Background: an optimization exercise with open tools, aiming at small area, a short achievable clock period and few clock cycles per item. Do not read the settings as production practice.
Only simulation tests tie the RTL to the original design; equivalence was not proved.
The clock cells of runs 8 and 9 come from the design's own scripts or RTL, not from TritonCTS.
The clock port is modelled as an ideal driver, which makes a skipped or thinned clock tree look cheaper than it is; a real chip needs a root buffer or a tree.
Power and IR drop assume default switching activity.

==> design/flow/design.v <==
`timescale 1ns / 1ps
`default_nettype none
module reorder(
    input  wire clk,
    input  wire rst,
    output wire  [9:0] granule_ch0_read_addr,
    input  wire [17:0] granule_ch0_read_data,
    output wire        granule_ch0_write_enable,
    output wire  [9:0] granule_ch0_write_addr,
    output wire [17:0] granule_ch0_write_data,
    output wire  [9:0] granule_ch1_read_addr,
    input  wire [17:0] granule_ch1_read_data,
    output wire        granule_ch1_write_enable,
    output wire  [9:0] granule_ch1_write_addr,
    output wire [17:0] granule_ch1_write_data,
    input  wire  [1:0] header_sampling_frequency,
    input  wire  [1:0] sideinfo_ch0_block_type,
    input  wire        sideinfo_ch0_window_switching_flag,
    input  wire        sideinfo_ch0_mixed_block_flag,
    input  wire  [1:0] sideinfo_ch1_block_type,
    input  wire        sideinfo_ch1_window_switching_flag,
    input  wire        sideinfo_ch1_mixed_block_flag,
    input  wire        stage_ready,
    output wire        stage_done
    );
	reg [9:0] idx;       
	reg [9:0] src;       
	reg [1:0] win;       
	reg [3:0] band;      
	reg [5:0] hm1;       
	reg       go;        
	reg       act;       
	reg       busy;      
	reg       done;
	reg [9:0] waddr;     
	reg       perm0, perm1;    
	wire [6:0] wm1  = {hm1, 1'b1};
	wire       win2 = win[1];
	wire       band_end = win2 & (src[7:1] == idx[7:1]);
	wire [9:0] step = win2 ? {2'b11, ~wm1, 1'b1} : {3'd0, wm1};
	wire [9:0] idx_inc;
	wire [9:0] src_sum;
	prefix_add10 inc_i (.a(idx), .b(10'd0), .ci(1'b1), .s(idx_inc));
	prefix_add10 add_s (.a(src), .b(step), .ci(~win2), .s(src_sum));
	reg [5:0] next_hm1;
	always @(*) begin
		case ({header_sampling_frequency, band})
			{2'd0, 4'd0}, {2'd0, 4'd1}, {2'd0, 4'd2}: next_hm1 = 6'd1;
			{2'd0, 4'd3}: next_hm1 = 6'd2;
			{2'd0, 4'd4}: next_hm1 = 6'd3;
			{2'd0, 4'd5}: next_hm1 = 6'd4;
			{2'd0, 4'd6}: next_hm1 = 6'd5;
			{2'd0, 4'd7}: next_hm1 = 6'd6;
			{2'd0, 4'd8}: next_hm1 = 6'd8;
			{2'd0, 4'd9}: next_hm1 = 6'd10;
			{2'd0, 4'd10}: next_hm1 = 6'd14;
			{2'd0, 4'd11}: next_hm1 = 6'd27;
			{2'd1, 4'd0}, {2'd1, 4'd1}, {2'd1, 4'd2}: next_hm1 = 6'd1;
			{2'd1, 4'd3}: next_hm1 = 6'd2;
			{2'd1, 4'd4}: next_hm1 = 6'd2;
			{2'd1, 4'd5}: next_hm1 = 6'd4;
			{2'd1, 4'd6}: next_hm1 = 6'd5;
			{2'd1, 4'd7}: next_hm1 = 6'd6;
			{2'd1, 4'd8}: next_hm1 = 6'd7;
			{2'd1, 4'd9}: next_hm1 = 6'd9;
			{2'd1, 4'd10}: next_hm1 = 6'd12;
			{2'd1, 4'd11}: next_hm1 = 6'd32;
			{2'd2, 4'd0}, {2'd2, 4'd1}, {2'd2, 4'd2}: next_hm1 = 6'd1;
			{2'd2, 4'd3}: next_hm1 = 6'd2;
			{2'd2, 4'd4}: next_hm1 = 6'd3;
			{2'd2, 4'd5}: next_hm1 = 6'd5;
			{2'd2, 4'd6}: next_hm1 = 6'd7;
			{2'd2, 4'd7}: next_hm1 = 6'd9;
			{2'd2, 4'd8}: next_hm1 = 6'd12;
			{2'd2, 4'd9}: next_hm1 = 6'd16;
			{2'd2, 4'd10}: next_hm1 = 6'd20;
			{2'd2, 4'd11}: next_hm1 = 6'd5;
			default: next_hm1 = 6'd1;
		endcase
	end
	wire [9:0] src_next  = band_end ? idx_inc : src_sum;
	wire [3:0] band_next = band + {3'd0, band_end};
	wire short0 = sideinfo_ch0_window_switching_flag & (sideinfo_ch0_block_type == 2'd2);
	wire short1 = sideinfo_ch1_window_switching_flag & (sideinfo_ch1_block_type == 2'd2);
	wire ge3 = go & (band_next >= 4'd3);
	always @(posedge clk) begin
		waddr <= idx;
		go    <= ~rst & (stage_ready | (go & (idx != 10'd574)));
		act   <= ~rst & (stage_ready | go);
		busy  <= ~rst & (stage_ready | act);
		done  <= ~rst & act & ~go;
		perm0 <= short0 & (~sideinfo_ch0_mixed_block_flag | ge3);
		perm1 <= short1 & (~sideinfo_ch1_mixed_block_flag | ge3);
		if (go) begin
			idx   <= idx_inc;
			src   <= src_next;
			win   <= win2 ? 2'd0 : win + 2'd1;
			band  <= band_next;
			if (band_end)
				hm1 <= next_hm1;
		end else begin
			idx   <= {9'd0, stage_ready};
			src   <= {7'd0, stage_ready, 2'd0};
			win   <= {1'b0, stage_ready};
			band  <= 4'd0;
			hm1   <= 6'd1;
		end
	end
	assign granule_ch0_read_addr = perm0 ? src : idx;
	assign granule_ch1_read_addr = perm1 ? src : idx;
	assign granule_ch0_write_enable = busy;
	assign granule_ch1_write_enable = busy;
	assign granule_ch0_write_addr = waddr;
	assign granule_ch1_write_addr = waddr;
	assign granule_ch0_write_data = granule_ch0_read_data;
	assign granule_ch1_write_data = granule_ch1_read_data;
	assign stage_done = done;
endmodule
module prefix_add10(
    input  wire [9:0] a,
    input  wire [9:0] b,
    input  wire       ci,
    output wire [9:0] s
    );
	wire [9:0] p = a ^ b;
	wire [9:0] g = a & b;
	reg  [9:0] G, P, Gn, Pn;
	integer i, l;
	always @(*) begin
		G = g;
		P = p;
		G[0] = g[0] | (p[0] & ci);
		for (l = 1; l < 16; l = l * 2) begin
			Gn = G;
			Pn = P;
			for (i = 0; i < 10; i = i + 1)
				if ((i / l) % 2 == 1) begin
					Gn[i] = G[i] | (P[i] & G[(i / l) * l - 1]);
					Pn[i] = P[i] & P[(i / l) * l - 1];
				end
			G = Gn;
			P = Pn;
		end
	end
	assign s = p ^ {G[8:0], ci};
endmodule
==> design/flow/flow/run.sh <==
#!/bin/bash
# Standard layout, with two changes: the smallest buffer on the ports,
# and adders left to ABC (no full/half-adder cells) for faster carries.
set -euo pipefail
export BUFFER_PORTS_ARGS="-buffer_cell sky130_fd_sc_hd__buf_1"
export ADDER_MAP_FILE=
bash standard.sh > standard.log 2>&1
==> design/flow/standard.sh <==
#!/bin/bash
# synth_recipe.tcl (not shown) runs the flow's synth.tcl, then flattens the netlist and writes it again
# the make line also repeats each setting of config.mk as NAME=value (left out here)
make -C /OpenROAD-flow-scripts/flow DESIGN_CONFIG=/design/flow/config.mk WORK_HOME=/design/flow/orfs CLKGATE_MAP_FILE= SYNTH_SCRIPT=/design/flow/synth_recipe.tcl "${@:-finish}"
==> design/flow/config.mk <==
export PLATFORM = sky130hd
export DESIGN_NAME = reorder
export DESIGN_NICKNAME = reorder
export VERILOG_FILES = /design/flow/design.v
export SDC_FILE = /design/flow/constraint.sdc
export NUM_CORES = 4
export LEC_CHECK = 0
export ABC_AREA = 1
export CAP_MARGIN = 20
export CORE_MARGIN = 2
export CORE_UTILIZATION = 40
export PLACE_DENSITY = 0.6
export SETUP_SLACK_MARGIN = 2.2
export SLEW_MARGIN = 20
==> design/flow/constraint.sdc <==
create_clock -name core_clock -period 4.0 [get_ports {clk}]
set_input_delay 0.8000 -clock core_clock [delete_from_list [all_inputs] [get_ports {clk}]]
set_output_delay 0.8000 -clock core_clock [all_outputs]
set_load 0.01 [all_outputs]
==> impl_metrics.json, run 1 <==
{
  "grt_antenna_before_repair": 0,
  "wl_mm": 7.16,
  "fill_cells": 740,
  "path_max_fanout": 10,
  "dr.first_iter.drc_count": 139,
  "path_delay_family": "flip-flops",
  "relSlewSlack_pct": 64.3,
  "synth_common_cells": "nand2_1, inv_1, dfxtp_1",
  "synth_seq_area_share_pct": 31.8,
  "synth_cells": 450,
  "drv_cap": 0,
  "synthSimpleGateAreaFrac_pct": 30.8,
  "grt_overflow_total": 0,
  "ctsHoldBuffers": 0,
  "drc_errors": 0,
  "arrival_ns": 1.11,
  "synthTopCellsByArea": "dfxtp_1, nand2_1, buf_4",
  "grt_max_degree": 21,
  "fmax_mhz": 523,
  "tns_ns": 0,
  "dpl.hpwl_mm": 5.08,
  "ys_types": 38,
  "hold_viol_final": 0,
  "p_total_uw": 1060,
  "rsz0062_at_grt": "true",
  "seq_area_um2": 1000,
  "crit_slowest_cell": "dfxtp_4",
  "worstMarginPinSlew_ns": 0.535,
  "track_usage_pct": 16.1,
  "die_h_um": 90.9,
  "ir_drop_mv": 0.120,
  "start_util_pct": 41.4,
  "area_growth_pct": 10.3,
  "maxSlewViolCount": 0,
  "antenna_cells": 0,
  "synth_top_family_by_area": "simple AND/OR/NAND/NOR gates",
  "powerDensity_nw_per_um2": 318,
  "ys_ff_latch": 48,
  "clockBufferDepth": 2,
  "cts_tree": "yes",
  "crit_buf_inv": 2,
  "worst_skew_pair.late_latency_ns": 0.31,
  "grt_pass1_wl_mm": 10.9,
  "async_reset_ff_share_pct": 0,
  "crit_path_end_kind": "output port",
  "finalSetupViolCount": 0,
  "fin_crit_sh_pct": 47.8,
  "dr.pass1.iters": 5,
  "p_leak_uw": 0.00151,
  "antenna_left": 0,
  "synth-edff-count": 0,
  "io_pins": 128,
  "die_w_um": 90.9,
  "nets": 518,
  "critPathRequiredTime_ns": 3.20,
  "synth-xor-area-share_pct": 2.03,
  "drive_gt1_share_pct": 23.6,
  "hold_path.class": "flip-flop to flip-flop",
  "syn_area_um2": 3020,
  "wl_per_cell_um": 12.6,
  "portBuffers": 55,
  "clock-sinks": 48,
  "slowest_delay_ns": 0.37,
  "num_rows": 31,
  "synth_warnings": 2,
  "multiInputGateArea_um2": 1470,
  "vias": 2778,
  "syn-num-nets": 499,
  "path_cells": "buf_8 > o21ai_1 > buf_2",
  "status": "no timing/DRC/antenna violations",
  "start_kind": "flip-flop",
  "synthAdderAreaFrac_pct": 0,
  "yosysTopAreaCellShare_pct": 31.8,
  "gp_congestion": 0.884,
  "grt_pass1_vias": 2376,
  "numCtsBuffers": 5,
  "h-tree-depth": 2,
  "viasPerCell": 4.88,
  "min_period_ns": 1.91,
  "syn-mean-instance-area_um2": 6.71,
  "die_area_um2": 8260,
  "yosysTopAreaCell": "dfxtp_1",
  "final_util_pct": 45.7,
  "fin_skew_ns": 0.00886,
  "synth_most_common_cell": "nand2_1",
  "ys.flop_type": "dfxtp_1",
  "cts.clk_slew.worst_paths_ns": 0.09,
  "synthMuxAreaShare_pct": 0,
  "path_class": "flip-flop to output port",
  "synth-compound-area-share_pct": 13.5,
  "core_um2": 7290,
  "cts_root_buf": "clkbuf_8"
}
[sequential cells by signal, summed over array words and instances (netlist names), 2 cells and up]
signal,count
band,4
hm1,6
idx,10
src,10
waddr,10
win,2
[worst reg2reg max path, stage by stage (launching register included)]
cell	delay, ns
dfxtp_4	0.38
nand2_1	0.09
inv_1	0.08
nand2_2	0.09
nor2_4	0.12
nand2_2	0.08
nor2_4	0.12
nand2_2	0.09
nor2_2	0.14
xor2_2	0.18
nor2_1	0.06
nor2_1	0.10
nand2_1	0.07
inv_1	0.05
[cell families after synthesis]
family                    after synthesis
DFF                                    48
AOI/OAI and AO/OA                      73
and+or+nand+nor                       200
xor gates and xnor gates                7
buffers and inverters                 122
[per-stage QoR]
stage / cells / hold slack, ns / cell area [um2] / setup slack [ns]
final: 569 / 0.361 / 3330 / 2.09
after global routing: 569 / 0.379 / 3330 / 2.06
after CTS: 556 / 0.362 / 3070 / 2.08
after detailed placement: 546 / 0.359 / 2930 / 1.86
after global placement: 546 / 0.351 / 2930 / 1.94
after floorplan: 450 / 0.350 / 3020 / 2.28
[where the power goes]
part           internal, uW  switching, uW  total (uW)
Combinational          84.3            128         213
Clock                   140            170         310
Sequential              503           32.3         535
[path summary, 6_finish.rpt]
kind	startpoint	end	slack, ns	cells after the start
worst max-delay path	perm0	granule_ch0_read_addr[0]	2.09	3
worst min-delay path	idx[0]	waddr[0]	0.36	0
worst max register to register	idx[1]	src[9]	2.31	13
worst min register to register	idx[0]	waddr[0]	0.36	0
[cell usage in the layout (no fill, tap or decap), types with 11 or more instances in the layout]
cell and count:
buf_4 11, nor2_1 35, nand2_2 14, o21ai_2 13
nand2_1 103, buf_2 20, o21ai_0 15, dfxtp_1 31
buf_1 35, nand3_1 17, a21oi_1 19, inv_1 58
[routing by layer]
metal | vias to the layer above | routed length (um) | GRT usage (%)
li1 | 1422 | - | -
met1 | 1256 | 3130 | 20.4
met2 | 84 | 3470 | 26.8
met3 | 16 | 435 | 3.42
met4 | 0 | 126 | 6.19
met5 | - | 0 | 0
[timing repair]
action / CTS / global route
setup buffers: 2 / 13
pin swaps: 1 / 3
resized for setup: 20 / 88
setup endpoints to repair: 37 / 37
[final cells by class]
cell class / instances / share of cell area [%]
Multi-Input combinational cell: 280 / 44.2
Sequential cell: 48 / 30.1
Clock inverter: 2 / 0.451
Clock buffer: 6 / 2.48
Tap cell: 99 / 3.72
Timing Repair Buffer: 70 / 11.7
Inverter: 64 / 7.37
Testbench counts, summed over its fixed seeds: cycles 73,728, granules 128.
==> run 2: changes to the inputs <==
--- a/design/flow/config.mk
+++ b/design/flow/config.mk
@@ -10,5 +10,5 @@
 export CORE_MARGIN = 2
 export CORE_UTILIZATION = 40
 export PLACE_DENSITY = 0.6
-export SETUP_SLACK_MARGIN = 2.2
+export SETUP_SLACK_MARGIN = 2.5
 export SLEW_MARGIN = 20
==> run 2 against run 1 <==
Net effect: power increased by 21%; synthesized cell count unchanged; critical path depth unchanged; still clean on timing, DRC and antenna; register-to-register slack got worse by 0.11 ns; highest routed layer unchanged; combinational power increased by 77%; first-iteration DRC count increased by 58%; die area unchanged; core utilization increased by 13 points; cell area increased by 29%; largest power group unchanged; global-route usage increased by 3.9 points; synthesized area unchanged.
==> impl_metrics.json, run 2 <==
{
  "antenna_left": 0,
  "num_rows": 31,
  "cts.clk_slew.worst_paths_ns": 0.10,
  "status": "no timing/DRC/antenna violations",
  "ys_ff_latch": 48,
  "die_w_um": 90.9,
  "final_cell_mix": "nand2_1, buf_6, inv_1",
  "io_pins": 128,
  "p_leak_uw": 0.00205,
  "clockBufferDepth": 2,
  "arrival_ns": 1.12,
  "hold_path.class": "flip-flop to flip-flop",
  "synth_warnings": 2,
  "nets": 563,
  "hold_viol_final": 0,
  "critPathRequiredTime_ns": 3.20,
  "synth_seq_area_share_pct": 31.8,
  "fin_crit_sh_pct": 48.0,
  "wl_mm": 9.21,
  "relSlewSlack_pct": 76.2,
  "fin_skew_ns": 0.00705,
  "top_regs": "idx: 10 flops, src: 10 flops, waddr: 10 flops",
  "vias": 3149,
  "dr.pass1.iters": 5,
  "worstMarginPinSlew_ns": 0.353,
  "path_class": "flip-flop to output port",
  "yosysTopAreaCellShare_pct": 31.8,
  "ys_types": 38,
  "crit_path_end_kind": "output port",
  "gp_congestion": 0.945,
  "drc_errors": 0,
  "tns_ns": 0,
  "numCtsBuffers": 5,
  "ir_drop_mv": 0.173,
  "h-tree-depth": 2,
  "viasPerCell": 5.13,
  "syn_area_um2": 3020,
  "ys.flop_type": "dfxtp_1",
  "yosysTopAreaCell": "dfxtp_1",
  "antenna_cells": 0,
  "fin_area_um2": 4290,
  "placedCellCount": 547,
  "fmax_mhz": 521,
  "dpl.hpwl_mm": 4.99,
  "die_area_um2": 8260,
  "start_kind": "flip-flop",
  "grt_pass1_wl_mm": 13.3,
  "grt_overflow_total": 0,
  "final_common_cell": "nand2_1",
  "drive_gt1_share_pct": 50.3,
  "grt_pass1_vias": 2828,
  "cts_root_buf": "clkbuf_8",
  "synthTopCellsByArea": "dfxtp_1, nand2_1, buf_4",
  "dpl_cell_area_um2": 2940,
  "wl_per_cell_um": 15.0,
  "grt_antenna_before_repair": 0,
  "path_cells": "inv_2 > o21ai_1 > buf_2",
  "synth_most_common_cell": "nand2_1",
  "area_growth_pct": 42.1,
  "die_h_um": 90.9,
  "min_period_ns": 1.92,
  "syn-num-nets": 499,
  "rsz0062_at_grt": "true",
  "syn-mean-instance-area_um2": 6.71,
  "start_util_pct": 41.4,
  "synth_cells": 450,
  "portBuffers": 55,
  "powerDensity_nw_per_um2": 298,
  "maxSlewViolCount": 0,
  "crit_slowest_cell": "dfxtp_1",
  "core_um2": 7290,
  "crit_buf_inv": 2,
  "worst_skew_pair.late_latency_ns": 0.31,
  "cts_tree": "yes",
  "fin_cells": 614,
  "dr.first_iter.drc_count": 219,
  "finalSetupViolCount": 0,
  "path_delay_family": "flip-flops",
  "async_reset_ff_share_pct": 0,
  "final_util_pct": 58.9,
  "synth-edff-count": 0,
  "ctsHoldBuffers": 0,
  "clock-sinks": 48,
  "track_usage_pct": 20.0,
  "grt_max_degree": 17,
  "path_max_fanout": 4,
  "drv_cap": 0,
  "synth_common_cells": "nand2_1, inv_1, dfxtp_1",
  "slowest_delay_ns": 0.43
}
run 2: stage by stage:
stage	worst slack (ns)	power, uW	hold slack [ns]
finish	2.08	1280	0.360
global route	2.03	1330	0.367
CTS	2.10	1190	0.361
detailed placement	2.05	730	0.354
global placement	2.02	727	0.351
floorplan	2.30	739	0.350
run 2: final timing paths:
kind | startpoint | endpoint | slack [ns] | cells past startpoint
max reg2reg | idx[6] | perm0 | 2.20 | 12
min reg2reg | idx[3] | waddr[3] | 0.36 | 0
max | idx[8] | granule_ch1_read_addr[8] | 2.08 | 3
min | idx[3] | waddr[3] | 0.36 | 0
run 2: repair_timing:
item,CTS,global route
gates resized for setup,170,80
endpoints found under the setup margin,103,105
pin swaps,32,28
hold endpoints to repair,0,0
buffers inserted,44,15
run 2: cell type report:
cell class	count	area (um2)
Inverter	64	259
Clock inverter	3	46.3
Multi-Input combinational cell	280	1780
Tap cell	99	124
Sequential cell	48	1020
Fill cell	647	3000
Timing Repair Buffer	115	996
Clock buffer	5	68.8
run 2: layer usage:
metal | vias to the layer above | GRT usage [%] | routed length [um]
met3 | 30 | 3.59 | 631
met5 | - | 0 | 0
met4 | 0 | 8.59 | 329
met2 | 152 | 34.3 | 4500
met1 | 1451 | 24.5 | 3750
li1 | 1516 | - | -
run 2: where the power goes:
group	leakage [uW]	internal, uW	switching, uW	total [uW]
logic	0.00159	175	203	378
registers	0.000406	503	32.7	536
clock network	0.0000548	189	178	367
total	0.00205	867	414	1280
run 2: logic make-up after synthesis:
| family | Yosys count | synth area share [%] |
|---|---|---|
| simple gates | 200 | 30.8 |
| xor+xnor | 7 | 2.03 |
| compound gates | 73 | 13.5 |
| flops | 48 | 31.8 |
| buf+inv | 122 | 21.8 |
==> run 3: changes to the inputs <==
--- a/design/flow/config.mk
+++ b/design/flow/config.mk
@@ -8,7 +8,7 @@
 export ABC_AREA = 1
 export CAP_MARGIN = 20
 export CORE_MARGIN = 2
-export CORE_UTILIZATION = 40
-export PLACE_DENSITY = 0.6
-export SETUP_SLACK_MARGIN = 2.5
+export CORE_UTILIZATION = 60
+export PLACE_DENSITY = 0.75
+export SETUP_SLACK_MARGIN = 1.8
 export SLEW_MARGIN = 20
==> run 3 against run 2 <==
Net effect: clock skew is 0.0049 ns lower; first-iteration DRC count is 46% lower; sequential power hardly changed; worst setup slack worse by 0.071 ns; synthesized cell count stayed put; highest routed layer unchanged; count of clock-buffer cells in the layout is 1 higher; power is 17% lower; critical path depth stayed put; still clean; clock power is 5.7% lower; final cell count is 15% lower; sequential share of layout area is 8.5 points higher.
==> impl_metrics.json, run 3 <==
{
  "status": "no timing/DRC/antenna violations",
  "portBuffers": 55,
  "async_reset_ff_share_pct": 0,
  "top_regs": "idx: 10 flops, src: 10 flops, waddr: 10 flops",
  "fin_crit_sh_pct": 49.8,
  "dr.pass1.iters": 4,
  "syn_area_um2": 3020,
  "ys_ff_latch": 48,
  "num_rows": 25,
  "track_usage_pct": 24.0,
  "synth_cells": 450,
  "p_leak_uw": 0.00130,
  "finalSetupViolCount": 0,
  "antenna_cells": 0,
  "core_um2": 4790,
  "vias": 2674,
  "fin_skew_ns": 0.00211,
  "area_growth_pct": -0.580,
  "die_w_um": 74.9,
  "ys.flop_type": "dfxtp_1",
  "syn-num-nets": 499,
  "clockBufferDepth": 2,
  "cts_setup_buffers": 0,
  "maxSlewViolCount": 0,
  "dr.first_iter.drc_count": 118,
  "ir_drop_mv": 0.187,
  "post-place-ws_ns": 1.94,
  "final_cell_mix": "nand2_1, inv_1, buf_1",
  "arrival_ns": 1.19,
  "synth-edff-count": 0,
  "ctsHoldBuffers": 0,
  "syn-mean-instance-area_um2": 6.71,
  "antenna_left": 0,
  "fmax_mhz": 502,
  "h-tree-depth": 2,
  "hold_viol_final": 0,
  "critPathRequiredTime_ns": 3.20,
  "synth_most_common_cell": "nand2_1",
  "clock-sinks": 48,
  "final_common_cell": "nand2_1",
  "gp_congestion": 0.950,
  "synth_common_cells": "nand2_1, inv_1, dfxtp_1",
  "wl_per_cell_um": 12.3,
  "drv_cap": 0,
  "p_total_uw": 1060,
  "nets": 503,
  "rsz0062_at_grt": "false",
  "die_h_um": 74.9,
  "io_pins": 128,
  "min_period_ns": 1.99,
  "fin_hold_ws_ns": 0.367,
  "start_util_pct": 63.1,
  "seq_area_um2": 965,
  "path_class": "flip-flop to output port",
  "cts.clk_slew.worst_paths_ns": 0.09,
  "fill_cells": 479,
  "wl_mm": 6.44,
  "cts_root_buf": "clkbuf_8",
  "yosysTopAreaCellShare_pct": 31.8,
  "path_max_fanout": 20,
  "yosysTopAreaCell": "dfxtp_1",
  "grt_pass1_vias": 2283,
  "die_area_um2": 5620,
  "dpl.hpwl_mm": 4.80,
  "synth_warnings": 2,
  "layout_setup_ws_ns": 2.01,
  "worst_skew_pair.late_latency_ns": 0.30,
  "synth_seq_area_share_pct": 31.8,
  "multiInputGateArea_um2": 1400,
  "relSlewSlack_pct": 60.8,
  "hold_path.class": "flip-flop to flip-flop",
  "synthTopCellsByArea": "dfxtp_1, nand2_1, buf_4",
  "hold_path_depth": 0,
  "worstMarginPinSlew_ns": 0.587,
  "cts_tree": "yes",
  "numCtsBuffers": 5,
  "drc_errors": 0,
  "drive_gt1_share_pct": 9.23,
  "powerDensity_nw_per_um2": 354,
  "start_kind": "flip-flop",
  "crit_path_end_kind": "output port",
  "tns_ns": 0,
  "grt_overflow_total": 0,
  "grt_pass1_wl_mm": 10.3,
  "viasPerCell": 5.12,
  "grt_max_degree": 21,
  "ys_types": 38,
  "grt_antenna_before_repair": 0,
  "rr_worst_depth": 13
}
run 3: layout make-up:
class | count | share of cell area, %
flip-flops and latches | 48 | 32.1
clock buffers | 6 | 2.42
repair buffers | 55 | 6.88
multi-input cells | 280 | 46.6
clock inverters | 2 | 1.17
well taps | 67 | 2.79
inverters | 64 | 8.00
run 3: where the power goes:
group	switching, uW	internal [uW]	total, uW
combinational	114	66.9	181
clock	160	186	346
sequential	35.1	502	537
total	309	754	1060
run 3: stage by stage:
step | cells | area [um2] | utilization [%]
2_1_floorplan | 450 | 3020 | -
3_3_place_gp | 514 | 2890 | 60.4
3_5_place_dp | 514 | 2890 | 60.4
4_1_cts | 522 | 3000 | 62.7
5_1_grt | 522 | 3000 | 62.7
6_report | 522 | 3000 | 62.7
run 3: critical path: stages (launching register included):
cell and delay, ns:
dfxtp_2 0.54, nand2_1 0.10, o21ai_0 0.08, buf_1 0.16
run 3: worst paths after layout:
path / startpoint / to / slack (ns)
setup / recovery: perm0 / granule_ch0_read_addr[0] / 2.01
hold / removal: idx[3] / waddr[3] / 0.37
setup reg to reg: src[6] / perm0 / 2.02
hold reg to reg: idx[3] / waddr[3] / 0.37
run 3: per-layer routing:
metal  GRT usage [%]  wire length [um]  share of wire (%)  vias to the layer above
li1                -                 -                  -                     1391
met1            31.9              2920                 45                     1173
met2            38.3              3030                 47                       90
met3            6.02               378                5.9                       20
met4            7.74               112                1.7                        0
met5               0                 0                  0                        -
run 3: logic make-up after synthesis:
family          Yosys count  share of synthesized area [%]
flops                    48                           31.8
compound gates           73                           13.5
xor+xnor                  7                           2.03
buf+inv                 122                           21.8
simple gates            200                           30.8
run 3: repair_timing:
item / 4_1_cts / 5_1_grt
setup endpoints to repair: 1 / 15
gates resized for setup: 1 / 2
pin swaps: 0 / 1
==> run 4: changes to the inputs <==
--- a/design/flow/config.mk
+++ b/design/flow/config.mk
@@ -8,7 +8,7 @@
 export ABC_AREA = 1
 export CAP_MARGIN = 20
 export CORE_MARGIN = 2
-export CORE_UTILIZATION = 60
-export PLACE_DENSITY = 0.75
+export CORE_UTILIZATION = 75
+export PLACE_DENSITY = 0.9
 export SETUP_SLACK_MARGIN = 1.8
 export SLEW_MARGIN = 20
==> run 4 against run 3 <==
Net effect: first-iteration DRC count increased by 87%; highest routed layer unchanged; largest cell class unchanged; power up 3.0%; die area fell by 19%; clock skew rose by 0.013 ns; synthesized cell count did not move; critical path depth increased by 9; still clean on timing, DRC and antenna; synthesized area stayed put; global-route usage is 6.2 points higher; core utilization increased by 13 points.
==> impl_metrics.json, run 4 <==
{
  "hold_path.class": "flip-flop to flip-flop",
  "ys_types": 38,
  "vias": 2750,
  "drive_gt1_share_pct": 9.45,
  "syn-num-nets": 499,
  "fin_skew_ns": 0.0149,
  "h-tree-depth": 2,
  "critPathRequiredTime_ns": 4.21,
  "ir_drop_mv": 0.341,
  "path_delay_family": "simple AND/OR/NAND/NOR gates",
  "switching_share_pct": 29.4,
  "syn_area_um2": 3020,
  "die_area_um2": 4550,
  "path_class": "flip-flop to flip-flop",
  "grt_antenna_before_repair": 0,
  "portBuffers": 55,
  "numCtsBuffers": 5,
  "status": "no timing/DRC/antenna violations",
  "syn-mean-instance-area_um2": 6.71,
  "synth_common_cells": "nand2_1, inv_1, dfxtp_1",
  "synth-edff-count": 0,
  "antenna_cells": 0,
  "grt_overflow_total": 0,
  "clock-sinks": 48,
  "yosysTopAreaCell": "dfxtp_1",
  "grt_pass1_vias": 2380,
  "min_period_ns": 2.04,
  "dpl_cell_area_um2": 2870,
  "antenna_left": 0,
  "finalSetupViolCount": 0,
  "cts_setup_buffers": 0,
  "clockBufferDepth": 2,
  "synth_warnings": 2,
  "area_growth_pct": -0.829,
  "crit_slowest_cell": "dfxtp_1",
  "relSlewSlack_pct": 58.1,
  "wl_mm": 6.59,
  "path_max_fanout": 13,
  "cts.clk_slew.worst_paths_ns": 0.10,
  "r2r-start": "src[7]",
  "fmax_mhz": 491,
  "top_regs": "idx: 10 flops, src: 10 flops, waddr: 10 flops",
  "die_h_um": 67.4,
  "gp_congestion": 0.906,
  "regToRegSetupSlack_ns": 1.96,
  "synth_seq_area_share_pct": 31.8,
  "worst_skew_pair.late_latency_ns": 0.32,
  "p_int_uw": 773,
  "die_w_um": 67.4,
  "p_switching_uw": 322,
  "grt_max_degree": 21,
  "rsz0062_at_grt": "false",
  "num_rows": 23,
  "start_util_pct": 76.6,
  "drc_errors": 0,
  "min-delay-start": "idx[3]",
  "io_pins": 128,
  "ys.flop_type": "dfxtp_1",
  "wl_per_cell_um": 13.0,
  "track_usage_pct": 30.1,
  "yosysTopAreaCellShare_pct": 31.8,
  "clkPwrFrac_pct": 34.2,
  "ctsHoldBuffers": 0,
  "drv_cap": 0,
  "pwr-share-comb_pct": 16.8,
  "crit_path_frequent_cell": "nand2_1",
  "start_kind": "flip-flop",
  "maxSlewViolCount": 0,
  "synth_cells": 450,
  "async_reset_ff_share_pct": 0,
  "cts_tree": "yes",
  "final_common_cell": "nand2_1",
  "worstMarginPinSlew_ns": 0.627,
  "dpl.hpwl_mm": 4.93,
  "dr.first_iter.drc_count": 221,
  "slowest_delay_ns": 0.47,
  "crit_buf_inv": 1,
  "fin_area_um2": 2990,
  "core_um2": 3940,
  "nets": 503,
  "p_seq_share_pct": 49.0,
  "synthTopCellsByArea": "dfxtp_1, nand2_1, buf_4",
  "crit_path_end_kind": "flip-flop",
  "cts_root_buf": "clkbuf_8",
  "path_cells": "inv_1 > nand2_1 > and2_1 > nand3_2 > nor2_4 > nand2_1 > nand2_1 > nand2_1 > nand2_1 > nand3_2 > nor2_1 > nor2_1",
  "ys_ff_latch": 48,
  "tns_ns": 0,
  "fin_crit_sh_pct": 50.9,
  "grt_pass1_wl_mm": 10.5,
  "viasPerCell": 5.45,
  "hold_viol_final": 0,
  "synth_most_common_cell": "nand2_1",
  "arrival_ns": 2.25,
  "startpoint": "src[7]",
  "powerDensity_nw_per_um2": 366,
  "final_cell_mix": "nand2_1, inv_1, buf_1",
  "p_leak_uw": 0.00131,
  "dr.pass1.iters": 7
}
-- run 4: area by class of cell --
class                      instances  area, um2
multi-input combinational        280       1400
clock buffer                       6       82.6
tap                               50       62.6
sequential                        48        965
clock inverter                     2       38.8
timing repair buffer              55        206
inverter                          64        240
fill                             301        948
-- run 4: path summary, 6_finish.rpt --
kind	to	cells past startpoint
setup / recovery	perm0	12
hold / removal	waddr[3]	0
setup reg to reg	perm0	12
hold reg to reg	waddr[3]	0
-- run 4: timing repair --
item                       CTS  global route
pin swaps                    0             0
setup endpoints to repair    3            15
resized for setup            1             2
-- run 4: logic make-up after synthesis --
| family | after synthesis | synth area share [%] |
|---|---|---|
| simple gates | 200 | 30.8 |
| buf+inv | 122 | 21.8 |
| compound gates | 73 | 13.5 |
| flops | 48 | 31.8 |
| xor+xnor | 7 | 2.03 |
-- run 4: through the flow --
step | setup WS, ns | util [%] | hold WS [ns] | total power [uW] | std cells
5_1_grt | 1.82 | 75.9 | 0.369 | 1140 | 505
4_1_cts | 1.81 | 75.9 | 0.367 | 1090 | 505
6_report | 1.96 | 75.9 | 0.367 | 1100 | 505
3_5_place_dp | 1.93 | 72.8 | 0.354 | 727 | 497
3_3_place_gp | 2.08 | 72.8 | 0.352 | 720 | 497
2_1_floorplan | 2.28 | - | 0.350 | 725 | 450
-- run 4: routing by layer --
metal | share of wire [%] | track usage, % | vias to the layer above
met1 | 40 | 36.6 | 1194
met4 | 2.5 | 17.6 | 0
met3 | 8.7 | 6.50 | 23
li1 | - | - | 1386
met2 | 49 | 49.0 | 147
met5 | 0 | 0 | -
-- run 4: power by group through the flow --
| stage | clock, uW | combinational [uW] | sequential [uW] |
|---|---|---|---|
| floorplan | 0 | 192 | 534 |
| global placement | 0 | 175 | 545 |
| finish | 374 | 184 | 537 |
| detailed placement | 0 | 181 | 547 |
| CTS | 373 | 183 | 536 |
| global route | 395 | 208 | 542 |
==> run 5: changes to the inputs <==
--- a/design/flow/config.mk
+++ b/design/flow/config.mk
@@ -8,7 +8,8 @@
 export ABC_AREA = 1
 export CAP_MARGIN = 20
 export CORE_MARGIN = 2
-export CORE_UTILIZATION = 75
-export PLACE_DENSITY = 0.9
-export SETUP_SLACK_MARGIN = 1.8
+export CORE_UTILIZATION = 40
+export PLACE_DENSITY = 0.6
+export SETUP_SLACK_MARGIN = 2.2
 export SLEW_MARGIN = 20
+export TNS_END_PERCENT = 0
==> run 5 against run 4 <==
Net effect: maximum frequency up 6.5%; sequential power about the same; via count up 1.2%; synthesized cell count unchanged; combinational power up 16%; global-route usage down 14 points; critical endpoint is now granule_ch0_read_addr[0].
==> impl_metrics.json, run 5 <==
{
  "die_w_um": 90.9,
  "status": "no timing/DRC/antenna violations",
  "cts.clk_slew.worst_paths_ns": 0.10,
  "portBuffers": 55,
  "wl_per_cell_um": 12.6,
  "synth_warnings": 2,
  "synth_seq_area_share_pct": 31.8,
  "track_usage_pct": 16.0,
  "core_um2": 7290,
  "clockBufferDepth": 2,
  "path_cells": "buf_12 > o21ai_1 > buf_2",
  "grt_pass1_wl_mm": 10.8,
  "final_common_cell": "nand2_1",
  "crit_path_end_kind": "output port",
  "hold_path.class": "flip-flop to flip-flop",
  "gp_congestion": 0.884,
  "ys.flop_type": "dfxtp_1",
  "worstMarginPinSlew_ns": 0.548,
  "switching_share_pct": 31.5,
  "path_class": "flip-flop to output port",
  "start_kind": "flip-flop",
  "ctsHoldBuffers": 0,
  "wl_mm": 7.13,
  "dpl.hpwl_mm": 5.08,
  "rsz0062_at_grt": "true",
  "path_max_fanout": 10,
  "layout_setup_ws_ns": 2.09,
  "viasPerCell": 4.93,
  "vias": 2783,
  "drv_cap": 0,
  "antenna_cells": 0,
  "fin_crit_sh_pct": 47.8,
  "yosysTopAreaCellShare_pct": 31.8,
  "fmax_mhz": 523,
  "r2r-start": "idx[6]",
  "async_reset_ff_share_pct": 0,
  "finalSetupViolCount": 0,
  "synth_common_cells": "nand2_1, inv_1, dfxtp_1",
  "antenna_left": 0,
  "placedCellCount": 546,
  "min_period_ns": 1.91,
  "top_regs": "idx: 10 flops, src: 10 flops, waddr: 10 flops",
  "die_h_um": 90.9,
  "ys_types": 38,
  "hold_end": "waddr[0]",
  "syn_area_um2": 3020,
  "dr.first_iter.drc_count": 144,
  "yosysTopAreaCell": "dfxtp_1",
  "syn-mean-instance-area_um2": 6.71,
  "area_growth_pct": 8.62,
  "clock-sinks": 48,
  "relSlewSlack_pct": 63.4,
  "fin_skew_ns": 0.0129,
  "cts_tree": "yes",
  "crit_slowest_cell": "dfxtp_4",
  "synthTopCellsByArea": "dfxtp_1, nand2_1, buf_4",
  "grt_antenna_before_repair": 0,
  "p_leak_uw": 0.00149,
  "hold_path_depth": 0,
  "p_switching_uw": 334,
  "tns_ns": 0,
  "clkPwrFrac_pct": 29.3,
  "ys_ff_latch": 48,
  "pwr-share-comb_pct": 20.1,
  "drc_errors": 0,
  "worst_skew_pair.late_latency_ns": 0.31,
  "final_util_pct": 45.0,
  "numCtsBuffers": 5,
  "num_rows": 31,
  "reg2reg_to": "hm1[4]",
  "synth_most_common_cell": "nand2_1",
  "hold_viol_final": 0,
  "nets": 514,
  "powerDensity_nw_per_um2": 323,
  "start_util_pct": 41.4,
  "grt_overflow_total": 0,
  "die_area_um2": 8260,
  "grt_max_degree": 21,
  "io_pins": 128,
  "final_cell_mix": "nand2_1, inv_1, nor2_1",
  "critPathRequiredTime_ns": 3.20,
  "min-delay-start": "idx[0]",
  "arrival_ns": 1.11,
  "dr.pass1.iters": 4,
  "p_seq_share_pct": 50.6,
  "h-tree-depth": 2,
  "ir_drop_mv": 0.121,
  "drive_gt1_share_pct": 21.7,
  "slowest_delay_ns": 0.37,
  "synth-edff-count": 0,
  "regToRegSetupSlack_ns": 2.23,
  "cts_root_buf": "clkbuf_8",
  "rr_worst_depth": 10,
  "grt_pass1_vias": 2344,
  "synth_cells": 450,
  "syn-num-nets": 499,
  "post-place-ws_ns": 1.86,
  "p_int_uw": 725,
  "fin_cells": 565,
  "maxSlewViolCount": 0
}
==> run 5: how the worst max path moves through the flow <==
stage,start,endpoint,slack [ns]
floorplan,granule_ch0_read_data[0],granule_ch0_write_data[0],2.28
global placement,win[1],src[9],1.94
detailed placement,win[1],src[9],1.86
CTS,idx[2],granule_ch0_read_addr[2],2.07
global route,perm0,granule_ch0_read_addr[0],2.06
finish,perm0,granule_ch0_read_addr[0],2.09
==> run 5: layout make-up <==
class                   instances  area (um2)
multi-input cells             281        1470
clock buffers                   6        82.6
clock inverters                 2        15.0
flip-flops and latches         48         991
repair buffers                 65         357
well taps                      99         124
fillers                       745        4010
inverters                      64         243
==> run 5: timing repair <==
| action | in CTS | in global routing |
|---|---|---|
| pin swaps | 0 | 3 |
| resized for setup | 10 | 92 |
| endpoints found under the setup margin | 37 | 41 |
| gates cloned | 0 | 1 |
| buffers inserted | 0 | 10 |
==> run 5: worst max-delay path: cells and delay by family (launching register included) <==
family                 cells  cell delay [ns]
AOI/OAI and AO/OA          1             0.14
buffers and inverters      2             0.30
DFF                        1             0.37
==> run 5: kinds of logic (layout without fill, tap and decap cells) <==
kind of cell    after synthesis  in the layout  share of synthesized area, %
simple gates                200            201                          30.8
buf+inv                     122            137                          21.8
compound gates               73             73                          13.5
flops                        48             48                          31.8
xor+xnor                      7              7                          2.03
==> run 5: power by group through the flow <==
stage          logic (uW)  registers [uW]  clock network (uW)
5_1_grt               237             540                 341
6_report              213             536                 311
4_1_cts               182             537                 321
3_3_place_gp          180             548                   0
2_1_floorplan         192             534                   0
3_5_place_dp          181             549                   0
==> run 5: per-layer routing <==
| layer | GRT usage (%) | up-vias | routed length [um] |
|---|---|---|---|
| met1 | 20.3 | 1268 | 3230 |
| met3 | 3.34 | 18 | 338 |
| met5 | 0 | - | 0 |
| met2 | 26.6 | 75 | 3410 |
| li1 | - | 1422 | - |
| met4 | 6.06 | 0 | 143 |
==> run 5: through the flow <==
step | hold WS (ns) | instance area, um2 | total power, uW
2_1_floorplan | 0.350 | 3020 | 725
3_3_place_gp | 0.351 | 2930 | 728
3_5_place_dp | 0.359 | 2930 | 730
4_1_cts | 0.362 | 3040 | 1040
5_1_grt | 0.379 | 3280 | 1120
6_report | 0.355 | 3280 | 1060
==> run 6: changes to the inputs <==
==> design/flow/flow/run.sh (replaced) <==
#!/bin/bash
# Standard layout, with three changes: the smallest buffer on the ports,
# adders left to ABC (no full/half-adder cells), and an area-oriented ABC
# mapping script (flow/abc_area.script, used as ABC_AREA is set).
set -euo pipefail
rm -rf scripts
cp -r "$FLOW_HOME/scripts" scripts
cp flow/abc_area.script scripts/abc_area.script
export SCRIPTS_DIR="$PWD/scripts"
export BUFFER_PORTS_ARGS="-buffer_cell sky130_fd_sc_hd__buf_1"
export ADDER_MAP_FILE=
bash standard.sh > standard.log 2>&1
==> design/flow/flow/abc_area.script (new file) <==
strash
dch
map -a
topo
--- a/design/flow/config.mk
+++ b/design/flow/config.mk
@@ -10,6 +10,5 @@
 export CORE_MARGIN = 2
 export CORE_UTILIZATION = 40
 export PLACE_DENSITY = 0.6
-export SETUP_SLACK_MARGIN = 2.2
+export SETUP_SLACK_MARGIN = 1.8
 export SLEW_MARGIN = 20
-export TNS_END_PERCENT = 0
==> run 6 against run 5 <==
Net effect: largest cell class unchanged; still clean; register-to-register slack worse by 0.34 ns; clock skew is 0.0011 ns lower; die area is 11% lower.
==> impl_metrics.json, run 6 <==
{
  "hold_viol_final": 0,
  "min_period_ns": 2.11,
  "synth_seq_area_share_pct": 35.8,
  "layout_setup_ws_ns": 1.89,
  "clock-sinks": 48,
  "final_common_cell": "nand2_1",
  "cts_tree": "yes",
  "fill_cells": 660,
  "path_delay_family": "compound AO/OA/AOI/OAI gates",
  "crit_slowest_cell": "dfxtp_4",
  "numCtsBuffers": 5,
  "dpl.hpwl_mm": 4.45,
  "ys_ff_latch": 48,
  "syn-num-nets": 431,
  "wl_per_cell_um": 12.7,
  "p_seq_share_pct": 48.6,
  "track_usage_pct": 16.8,
  "nets": 457,
  "top_regs": "idx: 10 flops, src: 10 flops, waddr: 10 flops",
  "grt_antenna_before_repair": 0,
  "grt_overflow_total": 0,
  "grt_max_degree": 23,
  "worst_skew_pair.late_latency_ns": 0.31,
  "rsz0062_at_grt": "true",
  "drive_gt1_share_pct": 15.9,
  "worstMarginPinSlew_ns": 0.433,
  "antenna_cells": 0,
  "synth_cells": 382,
  "relSlewSlack_pct": 70.8,
  "path_cells": "buf_6 > o21ai_1 > inv_2 > nor2_2 > nor2_1 > a31oi_1 > nor2_1 > a2111oi_4 > o21ai_1 > xor2_1 > a21oi_1",
  "finalSetupViolCount": 0,
  "drv_cap": 0,
  "p_switching_uw": 308,
  "gp_congestion": 0.874,
  "crit_path_end_kind": "flip-flop",
  "cts_root_buf": "clkbuf_8",
  "switching_share_pct": 27.9,
  "pwr-share-comb_pct": 15.4,
  "start_util_pct": 41.8,
  "syn-mean-instance-area_um2": 7.02,
  "critPathRequiredTime_ns": 4.25,
  "dr.first_iter.drc_count": 132,
  "path_max_fanout": 10,
  "arrival_ns": 2.36,
  "async_reset_ff_share_pct": 0,
  "p_total_uw": 1100,
  "yosysTopAreaCellShare_pct": 35.8,
  "syn_area_um2": 2680,
  "fmax_mhz": 473,
  "p_int_uw": 796,
  "clockBufferDepth": 2,
  "hold_path.class": "flip-flop to flip-flop",
  "wl_mm": 6.19,
  "die_h_um": 85.9,
  "core_um2": 6420,
  "synth-edff-count": 0,
  "p_leak_uw": 0.00105,
  "slowest_delay_ns": 0.38,
  "h-tree-depth": 2,
  "ys.flop_type": "dfxtp_1",
  "portBuffers": 55,
  "antenna_left": 0,
  "fin_skew_ns": 0.0119,
  "dpl_cell_area_um2": 2670,
  "viasPerCell": 5.12,
  "path_class": "flip-flop to flip-flop",
  "maxSlewViolCount": 0,
  "start_kind": "flip-flop",
  "powerDensity_nw_per_um2": 369,
  "clkPwrFrac_pct": 36.0,
  "synth_common_cells": "nand2_1, clkinv_1, dfxtp_1",
  "die_area_um2": 7380,
  "synth_warnings": 2,
  "synthTopCellsByArea": "dfxtp_1, buf_4, nand2_1",
  "ir_drop_mv": 0.127,
  "area_growth_pct": 11.6,
  "cts.clk_slew.worst_paths_ns": 0.10,
  "status": "no timing/DRC/antenna violations",
  "drc_errors": 0,
  "ys_types": 27,
  "io_pins": 128,
  "vias": 2488,
  "num_rows": 29,
  "die_w_um": 85.9,
  "grt_pass1_wl_mm": 9.92,
  "synth_most_common_cell": "nand2_1",
  "crit_buf_inv": 2,
  "tns_ns": 0,
  "yosysTopAreaCell": "dfxtp_1",
  "fin_crit_sh_pct": 52.8,
  "fin_area_um2": 2990,
  "final_cell_mix": "nand2_1, buf_1, dfxtp_1",
  "post-place-ws_ns": 1.39,
  "grt_pass1_vias": 2177,
  "dr.pass1.iters": 27
}
-- run 6: final timing paths --
| path | startpoint | end | slack (ns) | depth (start not counted) |
|---|---|---|---|---|
| min reg2reg | idx[1] | waddr[1] | 0.39 | 0 |
| min | idx[1] | waddr[1] | 0.39 | 0 |
| max | win[1] | src[9] | 1.89 | 11 |
| max reg2reg | win[1] | src[9] | 1.89 | 11 |
-- run 6: cells by family after synthesis --
family                    after synthesis  share of synthesized area, %
xor gates and xnor gates                9                          2.94
DFF                                    48                          35.8
AOI/OAI and AO/OA                      99                          20.8
and+or+nand+nor                       130                          20.4
buffers and inverters                  96                          20.0
-- run 6: timing repair --
action / in CTS / in global routing
resized for setup: 10 / 34
setup endpoints to repair: 27 / 7
buffers inserted: 2 / 8
gates cloned: 0 / 0
pin swaps: 2 / 14
hold buffers: 0 / 0
-- run 6: final cells by class --
cell class / count / area [um2] / area share, %
tap: 77 / 96.3 / 3.22
sequential: 48 / 977 / 32.7
multi-input combinational: 238 / 1290 / 43.2
clock inverter: 2 / 38.8 / 1.30
clock buffer: 6 / 93.8 / 3.14
inverter: 49 / 200 / 6.69
timing repair buffer: 66 / 293 / 9.78
-- run 6: power groups by stage --
| stage | Sequential [uW] | Combinational [uW] | Clock [uW] |
|---|---|---|---|
| after floorplan | 540 | 153 | 0 |
| after global placement | 549 | 148 | 0 |
| after detailed placement | 549 | 149 | 0 |
| after CTS | 538 | 152 | 407 |
| after global routing | 542 | 195 | 430 |
| final | 537 | 170 | 397 |
-- run 6: per-layer routing --
| metal | vias up | routed length (um) | GRT usage, % |
|---|---|---|---|
| met1 | 1109 | 2940 | 21.7 |
| met5 | - | 0 | 0 |
| li1 | 1283 | - | - |
| met2 | 86 | 2890 | 27.1 |
| met3 | 10 | 288 | 4.52 |
| met4 | 0 | 74 | 5.48 |
-- run 6: stage by stage --
| step | hold slack, ns | util [%] | instances |
|---|---|---|---|
| floorplan | 0.365 | - | 382 |
| global placement | 0.373 | 41.6 | 468 |
| detailed placement | 0.381 | 41.6 | 468 |
| global route | 0.398 | 46.6 | 486 |
| finish | 0.389 | 46.6 | 486 |
| CTS | 0.395 | 44.2 | 478 |
==> run 7: changes to the inputs <==
==> design/flow/flow/abc_area.script (replaced) <==
strash
dch
map -a
mfs2
strash
dch
map -a
topo
==> run 7 against run 6 <==
Net effect: still clean; clock skew down 0.0068 ns; clock power decreased by 12%; count of clock-buffer cells in the layout fell by 1; synthesized cell count is 0.52% higher; die area fell by 1.0%; non-clock buffer count is 12 higher; sequential share of layout area is 0.77 points lower; routed wire length increased by 6.6%; core utilization increased by 1.4 points; largest cell class unchanged.
==> impl_metrics.json, run 7 <==
{
  "status": "no timing/DRC/antenna violations",
  "synth_seq_area_share_pct": 36.2,
  "final_cell_mix": "nand2_1, buf_1, nor2_1",
  "path_cells": "clkinv_1 > a21oi_1 > o221ai_1 > a221oi_2 > nand2_2 > buf_8 > clkinvlp_4 > o21ai_1 > nor2_2 > a211oi_2 > a21oi_1",
  "dr.pass1.iters": 4,
  "path_delay_family": "compound AO/OA/AOI/OAI gates",
  "rsz0062_at_grt": "true",
  "cts_root_buf": "clkbuf_8",
  "yosysTopAreaCellShare_pct": 36.2,
  "portBuffers": 55,
  "fin_skew_ns": 0.00509,
  "grt_overflow_total": 0,
  "worst_skew_pair.late_latency_ns": 0.30,
  "ys_types": 29,
  "clockBufferDepth": 2,
  "ys.flop_type": "dfxtp_1",
  "startpoint": "src[6]",
  "layout_setup_ws_ns": 1.90,
  "numCtsBuffers": 5,
  "cts_tree": "yes",
  "wl_mm": 6.60,
  "hold_path_depth": 0,
  "viasPerCell": 5.12,
  "slowest_delay_ns": 0.38,
  "crit_end": "perm0",
  "antenna_left": 0,
  "drc_errors": 0,
  "powerDensity_nw_per_um2": 353,
  "post-place-ws_ns": 1.36,
  "synthTopCellsByArea": "dfxtp_1, buf_4, nand2_1",
  "vias": 2561,
  "nets": 471,
  "worst-path-stages": 11,
  "fin_area_um2": 3070,
  "grt_antenna_before_repair": 0,
  "wl_per_cell_um": 13.2,
  "r2r-start": "src[6]",
  "area_growth_pct": 15.5,
  "crit_slowest_cell": "dfxtp_2",
  "hold_viol_final": 0,
  "multiInputGateArea_um2": 1270,
  "start_util_pct": 41.6,
  "crit_path_end_kind": "flip-flop",
  "reg2reg_to": "perm0",
  "seq_area_um2": 977,
  "grt_pass1_vias": 2321,
  "clock-sinks": 48,
  "drive_gt1_share_pct": 17.3,
  "hold_path.class": "flip-flop to flip-flop",
  "maxSlewViolCount": 0,
  "cts.clk_slew.worst_paths_ns": 0.09,
  "syn-mean-instance-area_um2": 6.91,
  "track_usage_pct": 17.6,
  "min_period_ns": 2.10,
  "synth_most_common_cell": "nand2_1",
  "grt_pass1_wl_mm": 10.5,
  "fin_crit_sh_pct": 52.5,
  "fin_hold_ws_ns": 0.392,
  "start_kind": "flip-flop",
  "finalSetupViolCount": 0,
  "yosysTopAreaCell": "dfxtp_1",
  "ctsHoldBuffers": 0,
  "num_rows": 29,
  "async_reset_ff_share_pct": 0,
  "path_max_fanout": 8,
  "synth_common_cells": "nand2_1, nor2_1, clkinv_1",
  "syn_area_um2": 2650,
  "rr_worst_depth": 11,
  "fill_cells": 642,
  "gp_congestion": 0.875,
  "io_pins": 128,
  "regToRegSetupSlack_ns": 1.90,
  "top_regs": "idx: 10 flops, src: 10 flops, waddr: 10 flops",
  "h-tree-depth": 2,
  "p_leak_uw": 0.00112,
  "fmax_mhz": 476,
  "crit_path_frequent_cell": "a21oi_1",
  "critPathRequiredTime_ns": 4.22,
  "path_class": "flip-flop to flip-flop",
  "ys_ff_latch": 48,
  "relSlewSlack_pct": 62.7,
  "dpl_cell_area_um2": 2630,
  "synth-edff-count": 0,
  "dpl.hpwl_mm": 4.61,
  "ir_drop_mv": 0.257,
  "crit_buf_inv": 3,
  "worstMarginPinSlew_ns": 0.559,
  "die_w_um": 85.5,
  "synth_warnings": 2,
  "core_um2": 6390,
  "final_common_cell": "nand2_1",
  "drv_cap": 0,
  "die_h_um": 85.5,
  "grt_max_degree": 21,
  "final_util_pct": 48.0,
  "dr.first_iter.drc_count": 128,
  "tns_ns": 0,
  "synth_cells": 384,
  "arrival_ns": 2.32,
  "antenna_cells": 0,
  "syn-num-nets": 433,
  "die_area_um2": 7300
}
## run 7: stage by stage
step	instances	total power, uW
floorplan	384	693
detailed placement	470	700
global route	500	1140
global placement	470	699
finish	500	1080
CTS	487	1060
## run 7: layout make-up
class                      count  share of cell area, %
multi-input combinational    240                   41.5
timing repair buffer          78                   13.1
sequential                    48                   31.9
clock inverter                 3                   1.39
inverter                      49                   6.82
tap                           77                   3.14
clock buffer                   5                   2.24
## run 7: per-layer routing
layer  track usage, %  wire (um)
met1             22.6       2890
met5                0          0
met3             5.16        469
met4             4.62         62
met2             29.0       3180
## run 7: worst register-to-register path: stages, from the launching register on
cell	delay, ns
dfxtp_2	0.38
clkinv_1	0.13
a21oi_1	0.17
o221ai_1	0.14
a221oi_2	0.21
nand2_2	0.15
buf_8	0.17
clkinvlp_4	0.12
o21ai_1	0.09
nor2_2	0.18
a211oi_2	0.09
a21oi_1	0.19
## run 7: kinds of logic (layout without fill, tap and decap cells)
group | Yosys count | after routing | share of synthesized area [%]
buffers and inverters | 96 | 135 | 20.2
XOR/XNOR | 10 | 10 | 3.30
flip-flops | 48 | 48 | 36.2
AO/OA/AOI/OAI | 89 | 89 | 19.1
AND/OR/NAND/NOR | 141 | 141 | 21.1
## run 7: power breakdown
group          switching (uW)  total [uW]  internal (uW)
sequential               32.6         536            503
clock                     164         350            185
combinational             115         197           82.0
total                     312        1080            770
## run 7: what timing repair did
| item | CTS | global route |
|---|---|---|
| setup buffers | 9 | 13 |
| gates resized for setup | 27 | 32 |
| pin swaps | 8 | 13 |
| setup endpoints to repair | 40 | 21 |
## run 7: worst min path at each step
stage / to / slack (ns) / start
global placement: waddr[0] / 0.37 / idx[0]
finish: waddr[9] / 0.39 / idx[9]
CTS: waddr[2] / 0.39 / idx[2]
floorplan: waddr[0] / 0.35 / idx[0]
detailed placement: waddr[0] / 0.37 / idx[0]
global route: waddr[2] / 0.39 / idx[2]
==> run 8: changes to the inputs <==
==> design/flow/flow/run.sh (replaced) <==
#!/bin/bash
# Standard layout, with three changes: the smallest buffer on the ports,
# adders left to ABC (no full/half-adder cells), and a clock tree of one
# level of clock buffers (flow/cts_one_buffer.tcl) in place of TritonCTS.
set -euo pipefail
rm -rf scripts
cp -r "$FLOW_HOME/scripts" scripts
python3 - <<'PY'
p = 'scripts/cts.tcl'
s = open(p).read()
old = 'log_cmd clock_tree_synthesis {*}$cts_args'
assert old in s
s = s.replace(old, 'source $::env(ONE_CTS_TCL)')
open(p, 'w').write(s)
PY
export SCRIPTS_DIR="$PWD/scripts"
export ONE_CTS_TCL="$PWD/flow/cts_one_buffer.tcl"
export ONE_CLKPORT=clk
export ONE_CLKBUF=sky130_fd_sc_hd__clkbuf_8
export ONE_CLKGROUPS=4
export BUFFER_PORTS_ARGS="-buffer_cell sky130_fd_sc_hd__buf_1"
export ADDER_MAP_FILE=
bash standard.sh > standard.log 2>&1
==> design/flow/flow/cts_one_buffer.tcl (new file) <==
# Clock tree of one level: the clock port drives ONE_CLKGROUPS (1, 2 or 4)
# clock buffers, each placed at the centre of its group of flip-flops (the
# flip-flops split at the median x, then at the median y).
set cts_block [ord::get_db_block]
set cts_dbu [$cts_block getDbUnitsPerMicron]
set cts_net [[$cts_block findBTerm $::env(ONE_CLKPORT)] getNet]
set cts_netname [$cts_net getName]
set cts_sinks {}
foreach it [$cts_net getITerms] {
  set bb [[$it getInst] getBBox]
  lappend cts_sinks [list [expr {([$bb xMin] + [$bb xMax]) / 2.0 / $cts_dbu}] \
    [expr {([$bb yMin] + [$bb yMax]) / 2.0 / $cts_dbu}] \
    "[[$it getInst] getName]/[[$it getMTerm] getName]"]
}
proc cts_split {sinks idx} {
  set s [lsort -real -index $idx $sinks]
  set h [expr {[llength $s] / 2}]
  return [list [lrange $s 0 [expr {$h - 1}]] [lrange $s $h end]]
}
set cts_groups [list $cts_sinks]
if {$::env(ONE_CLKGROUPS) >= 2} { set cts_groups [cts_split $cts_sinks 0] }
if {$::env(ONE_CLKGROUPS) >= 4} {
  set g {}
  foreach grp $cts_groups { lappend g {*}[cts_split $grp 1] }
  set cts_groups $g
}
set cts_i 0
foreach grp $cts_groups {
  set x 0.0
  set y 0.0
  set pins {}
  foreach s $grp {
    set x [expr {$x + [lindex $s 0]}]
    set y [expr {$y + [lindex $s 1]}]
    lappend pins [get_pins [lindex $s 2]]
  }
  set x [expr {$x / [llength $grp]}]
  set y [expr {$y / [llength $grp]}]
  set buf [sta::sta_to_db_inst [insert_buffer -buffer_cell $::env(ONE_CLKBUF) \
    -net $cts_netname -load_pins $pins -location [list $x $y] \
    -buffer_name clkbuf_one_$cts_i -net_name clknet_one_$cts_i]]
  foreach it [$buf getITerms] {
    if {[$it isOutputSignal]} {
      [$it getNet] setSigType CLOCK
      puts "cts_one_buffer: [$buf getName] at $x $y drives [llength $grp] sinks on [[$it getNet] getName]"
    }
  }
  incr cts_i
}
set_propagated_clock [all_clocks]
removed: design/flow/flow/abc_area.script
==> run 8 against run 7 <==
Net effect: critical path depth down 7; sequential share of layout area up 0.15 points; routed wire length up 1.3%; synthesized cell count up 17%; core utilization down 6.7 points; maximum frequency up 11%; synthesized area up 14%; critical endpoint is now hm1[4]; largest cell class unchanged; largest power group unchanged.
==> impl_metrics.json, run 8 <==
{
  "status": "no timing/DRC/antenna violations",
  "yosysTopAreaCellShare_pct": 31.8,
  "dr.pass1.iters": 4,
  "yosysTopAreaCell": "dfxtp_1",
  "fin_crit_sh_pct": 47.4,
  "ys_ff_latch": 48,
  "dpl.hpwl_mm": 5.08,
  "grt_overflow_total": 0,
  "path_class": "flip-flop to flip-flop",
  "nets": 505,
  "maxSlewViolCount": 0,
  "dr.first_iter.drc_count": 128,
  "worstMarginPinSlew_ns": 0.651,
  "cts.clk_slew.worst_paths_ns": 0.09,
  "core_um2": 7290,
  "powerDensity_nw_per_um2": 311,
  "min-delay-start": "idx[3]",
  "die_w_um": 90.9,
  "synth_seq_area_share_pct": 31.8,
  "antenna_cells": 0,
  "die_area_um2": 8260,
  "synth-edff-count": 0,
  "fill_cells": 792,
  "grt_antenna_before_repair": 0,
  "rsz0062_at_grt": "false",
  "crit_path_end_kind": "flip-flop",
  "grt_pass1_wl_mm": 10.7,
  "drv_cap": 0,
  "die_h_um": 90.9,
  "gp_congestion": 0.884,
  "drive_gt1_share_pct": 9.25,
  "min_period_ns": 1.90,
  "hold_path.class": "flip-flop to flip-flop",
  "critPathRequiredTime_ns": 4.08,
  "synth_warnings": 2,
  "ys_types": 38,
  "synth_most_common_cell": "nand2_1",
  "async_reset_ff_share_pct": 0,
  "wl_mm": 6.69,
  "synthTopCellsByArea": "dfxtp_1, nand2_1, buf_4",
  "ir_drop_mv": 0.120,
  "finalSetupViolCount": 0,
  "arrival_ns": 1.97,
  "rr_worst_depth": 4,
  "syn-mean-instance-area_um2": 6.71,
  "hold_end": "waddr[3]",
  "fin_area_um2": 3010,
  "p_leak_uw": 0.00129,
  "regToRegSetupSlack_ns": 2.10,
  "dpl_cell_area_um2": 2930,
  "final_common_cell": "nand2_1",
  "start_util_pct": 41.4,
  "synth_cells": 450,
  "hold_path_depth": 0,
  "worst_skew_pair.late_latency_ns": 0.15,
  "vias": 2683,
  "antenna_left": 0,
  "syn-num-nets": 499,
  "track_usage_pct": 15.2,
  "start_kind": "flip-flop",
  "synth_common_cells": "nand2_1, inv_1, dfxtp_1",
  "syn_area_um2": 3020,
  "ys.flop_type": "dfxtp_1",
  "relSlewSlack_pct": 56.5,
  "wl_per_cell_um": 12.1,
  "fmax_mhz": 527,
  "drc_errors": 0,
  "path_max_fanout": 16,
  "final_cell_mix": "nand2_1, inv_1, buf_1",
  "viasPerCell": 4.85,
  "grt_max_degree": 21,
  "reg2reg_to": "hm1[4]",
  "tns_ns": 0,
  "ctsHoldBuffers": 0,
  "io_pins": 128,
  "portBuffers": 55,
  "r2r-start": "go",
  "final_util_pct": 41.3,
  "num_rows": 31,
  "fin_skew_ns": 0.0114,
  "area_growth_pct": -0.249,
  "top_regs": "idx: 10 flops, src: 10 flops, waddr: 10 flops",
  "hold_viol_final": 0,
  "grt_pass1_vias": 2331
}
## run 8: cell count changes after synthesis, moves of 5 or more
cell / previous run / this run
clkbuf_1: 0 / 6
nand2_1: 65 / 105
inv_2: 0 / 5
nand2_2: 0 / 13
a21oi_1: 27 / 20
nand3_2: 0 / 7
nor3_1: 8 / 2
clkinv_1: 49 / 0
nor2_1: 59 / 36
nand3_1: 3 / 17
inv_1: 0 / 59
## run 8: metrics by stage
stage | power (uW) | cells | hold slack (ns) | setup slack (ns)
6_report | 938 | 553 | 0.367 | 2.10
5_1_grt | 990 | 553 | 0.380 | 1.86
4_1_cts | 942 | 550 | 0.370 | 1.86
3_5_place_dp | 730 | 546 | 0.359 | 1.86
3_3_place_gp | 728 | 546 | 0.351 | 1.94
2_1_floorplan | 725 | 450 | 0.350 | 2.28
## run 8: cell families after synthesis
| kind of cell | share of synthesized area (%) |
|---|---|
| buffers and inverters | 21.8 |
| AND/OR/NAND/NOR | 30.8 |
| flip-flops | 31.8 |
| XOR/XNOR | 2.03 |
| AO/OA/AOI/OAI | 13.5 |
## run 8: how the worst max path moves through the flow
stage,to,slack (ns),cells after the start,startpoint
2_1_floorplan,granule_ch0_write_data[0],2.28,1,granule_ch0_read_data[0]
3_3_place_gp,src[9],1.94,15,win[1]
3_5_place_dp,src[9],1.86,15,win[1]
4_1_cts,src[9],1.86,15,win[1]
5_1_grt,perm0,1.86,13,src[6]
6_report,hm1[4],2.10,4,go
## run 8: area by class of cell, clock buffers not listed
cell class	instances	area (um2)	share of cell area [%]
well taps	99	124	4.11
flip-flops and latches	48	965	32.0
multi-input cells	280	1400	46.4
inverters	64	240	7.98
repair buffers	58	229	7.60
## run 8: what timing repair did
action,CTS,global route
setup endpoints to repair,0,14
hold endpoints to repair,0,0
buffers inserted,0,3
resized for setup,0,3
## run 8: worst max-delay path, cell delays in order, from the launching register on
cell     delay, ns
dfxtp_1       0.74
inv_1         0.45
nor2_2        0.35
inv_1         0.12
o21ai_0       0.16
## run 8: routing by layer
metal  vias up  GRT usage [%]  share of wire [%]
met5         -              0                  0
met4         0           3.79                2.6
met3        19           1.42                5.1
met2        68           26.7                 46
met1      1209           19.9                 46
li1       1387              -                  -
## run 8: where the power goes
group	internal, uW	switching, uW
Combinational	69.0	115
Sequential	502	35.8
Clock	91.7	124
Total	663	275
==> run 9: changes to the inputs <==
--- a/design/flow/flow/run.sh
+++ b/design/flow/flow/run.sh
@@ -16,8 +16,8 @@
 export SCRIPTS_DIR="$PWD/scripts"
 export ONE_CTS_TCL="$PWD/flow/cts_one_buffer.tcl"
 export ONE_CLKPORT=clk
-export ONE_CLKBUF=sky130_fd_sc_hd__clkbuf_8
-export ONE_CLKGROUPS=4
+export ONE_CLKBUF=sky130_fd_sc_hd__clkbuf_16
+export ONE_CLKGROUPS=2
 export BUFFER_PORTS_ARGS="-buffer_cell sky130_fd_sc_hd__buf_1"
 export ADDER_MAP_FILE=
 bash standard.sh > standard.log 2>&1
==> run 9 against run 8 <==
Net effect: combinational power about the same; core utilization is 0.069 points lower; via count is 1.2% lower; maximum frequency is 0.47% higher; cell area is 0.17% lower; die area unchanged; routed wire length is 1.2% lower; sequential share of layout area grew 0.053 points; critical path type unchanged; power is 0.11% lower; synthesized area stayed put; largest power group unchanged; register-to-register slack hardly changed; critical endpoint unchanged.
==> impl_metrics.json, run 9 <==
{
  "status": "no timing/DRC/antenna violations",
  "ctsHoldBuffers": 0,
  "synth_seq_area_share_pct": 31.8,
  "synth_most_common_cell": "nand2_1",
  "p_int_uw": 663,
  "die_h_um": 90.9,
  "arrival_ns": 1.98,
  "grt_pass1_wl_mm": 10.7,
  "powerDensity_nw_per_um2": 312,
  "cts.clk_slew.worst_paths_ns": 0.09,
  "final_common_cell": "nand2_1",
  "min_period_ns": 1.89,
  "r2r-start": "go",
  "drv_cap": 0,
  "synth_cells": 450,
  "ir_drop_mv": 0.194,
  "yosysTopAreaCell": "dfxtp_1",
  "finalSetupViolCount": 0,
  "drive_gt1_share_pct": 8.85,
  "final_util_pct": 41.2,
  "ys.flop_type": "dfxtp_1",
  "path_cells": "inv_1 > nor2_2 > inv_1 > o21ai_0",
  "syn-num-nets": 499,
  "p_total_uw": 937,
  "fin_crit_sh_pct": 47.2,
  "p_seq_share_pct": 57.4,
  "yosysTopAreaCellShare_pct": 31.8,
  "antenna_left": 0,
  "fin_hold_ws_ns": 0.369,
  "async_reset_ff_share_pct": 0,
  "slowest_delay_ns": 0.74,
  "worstMarginPinSlew_ns": 0.637,
  "dpl.hpwl_mm": 5.08,
  "maxSlewViolCount": 0,
  "path_max_fanout": 16,
  "clkPwrFrac_pct": 22.9,
  "min-delay-start": "idx[3]",
  "top_regs": "idx: 10 flops, src: 10 flops, waddr: 10 flops",
  "critPathRequiredTime_ns": 4.09,
  "hold_path.class": "flip-flop to flip-flop",
  "start_util_pct": 41.4,
  "p_leak_uw": 0.00129,
  "dr.first_iter.drc_count": 108,
  "nets": 503,
  "fmax_mhz": 530,
  "viasPerCell": 4.81,
  "track_usage_pct": 15.0,
  "grt_antenna_before_repair": 0,
  "tns_ns": 0,
  "rsz0062_at_grt": "false",
  "synth_warnings": 2,
  "synth_common_cells": "nand2_1, inv_1, dfxtp_1",
  "synth-edff-count": 0,
  "hold_viol_final": 0,
  "num_rows": 31,
  "ys_types": 38,
  "startpoint": "go",
  "die_w_um": 90.9,
  "vias": 2651,
  "crit_path_end_kind": "flip-flop",
  "portBuffers": 55,
  "grt_pass1_vias": 2318,
  "fin_skew_ns": 0.00531,
  "p_switching_uw": 274,
  "crit_path_frequent_cell": "inv_1",
  "start_kind": "flip-flop",
  "dr.pass1.iters": 4,
  "relSlewSlack_pct": 57.5,
  "die_area_um2": 8260,
  "wl_per_cell_um": 12.0,
  "ys_ff_latch": 48
}
[run 9: cell counts after synthesis]
No cell type changed its count.
[run 9: critical path, delay by kind of cell, from the launching register on]
family	cells	cell delay, ns
and+or+nand+nor	1	0.35
DFF	1	0.74
AOI/OAI and AO/OA	1	0.16
buffers and inverters	2	0.57
[run 9: routing by layer]
metal	track usage (%)	share of wire, %
met5	0	0
met4	2.78	1.4
met3	1.42	4.9
met2	26.6	47
met1	20.1	46
[run 9: final timing paths]
check | to | slack, ns | cells after the start
max | hm1[4] | 2.11 | 4
min reg2reg | waddr[3] | 0.37 | 0
max reg2reg | hm1[4] | 2.11 | 4
min | waddr[3] | 0.37 | 0
[run 9: cell families after synthesis]
family | after synthesis | synth area share [%]
and+or+nand+nor | 200 | 30.8
xor gates and xnor gates | 7 | 2.03
AOI/OAI and AO/OA | 73 | 13.5
DFF | 48 | 31.8
buffers and inverters | 122 | 21.8
[run 9: power groups by stage]
| stage | combinational [uW] | sequential [uW] | clock, uW |
|---|---|---|---|
| 3_5_place_dp | 181 | 549 | 0 |
| 6_report | 184 | 538 | 215 |
| 2_1_floorplan | 192 | 534 | 0 |
| 4_1_cts | 182 | 537 | 227 |
| 5_1_grt | 208 | 542 | 241 |
| 3_3_place_gp | 180 | 548 | 0 |
[run 9: layout make-up, clock buffers not listed]
| cell class | count | area, um2 |
|---|---|---|
| Fill cell | 791 | 4290 |
| Multi-Input combinational cell | 280 | 1400 |
| Sequential cell | 48 | 965 |
| Inverter | 64 | 240 |
| Timing Repair Buffer | 58 | 229 |
| Tap cell | 99 | 124 |
[run 9: timing repair]
action / in CTS / in global routing
resized for setup: 0 / 3
hold endpoints to repair: 0 / 0
setup endpoints to repair: 0 / 22
setup buffers: 0 / 3
[run 9: metrics by stage]
stage                     instance area, um2  setup WS (ns)  std cells
after floorplan                         3020           2.28        450
after global placement                  2930           1.94        546
after detailed placement                2930           1.86        546
after CTS                               2980           1.85        548
after global routing                    3010           1.86        551
final                                   3010           2.11        551
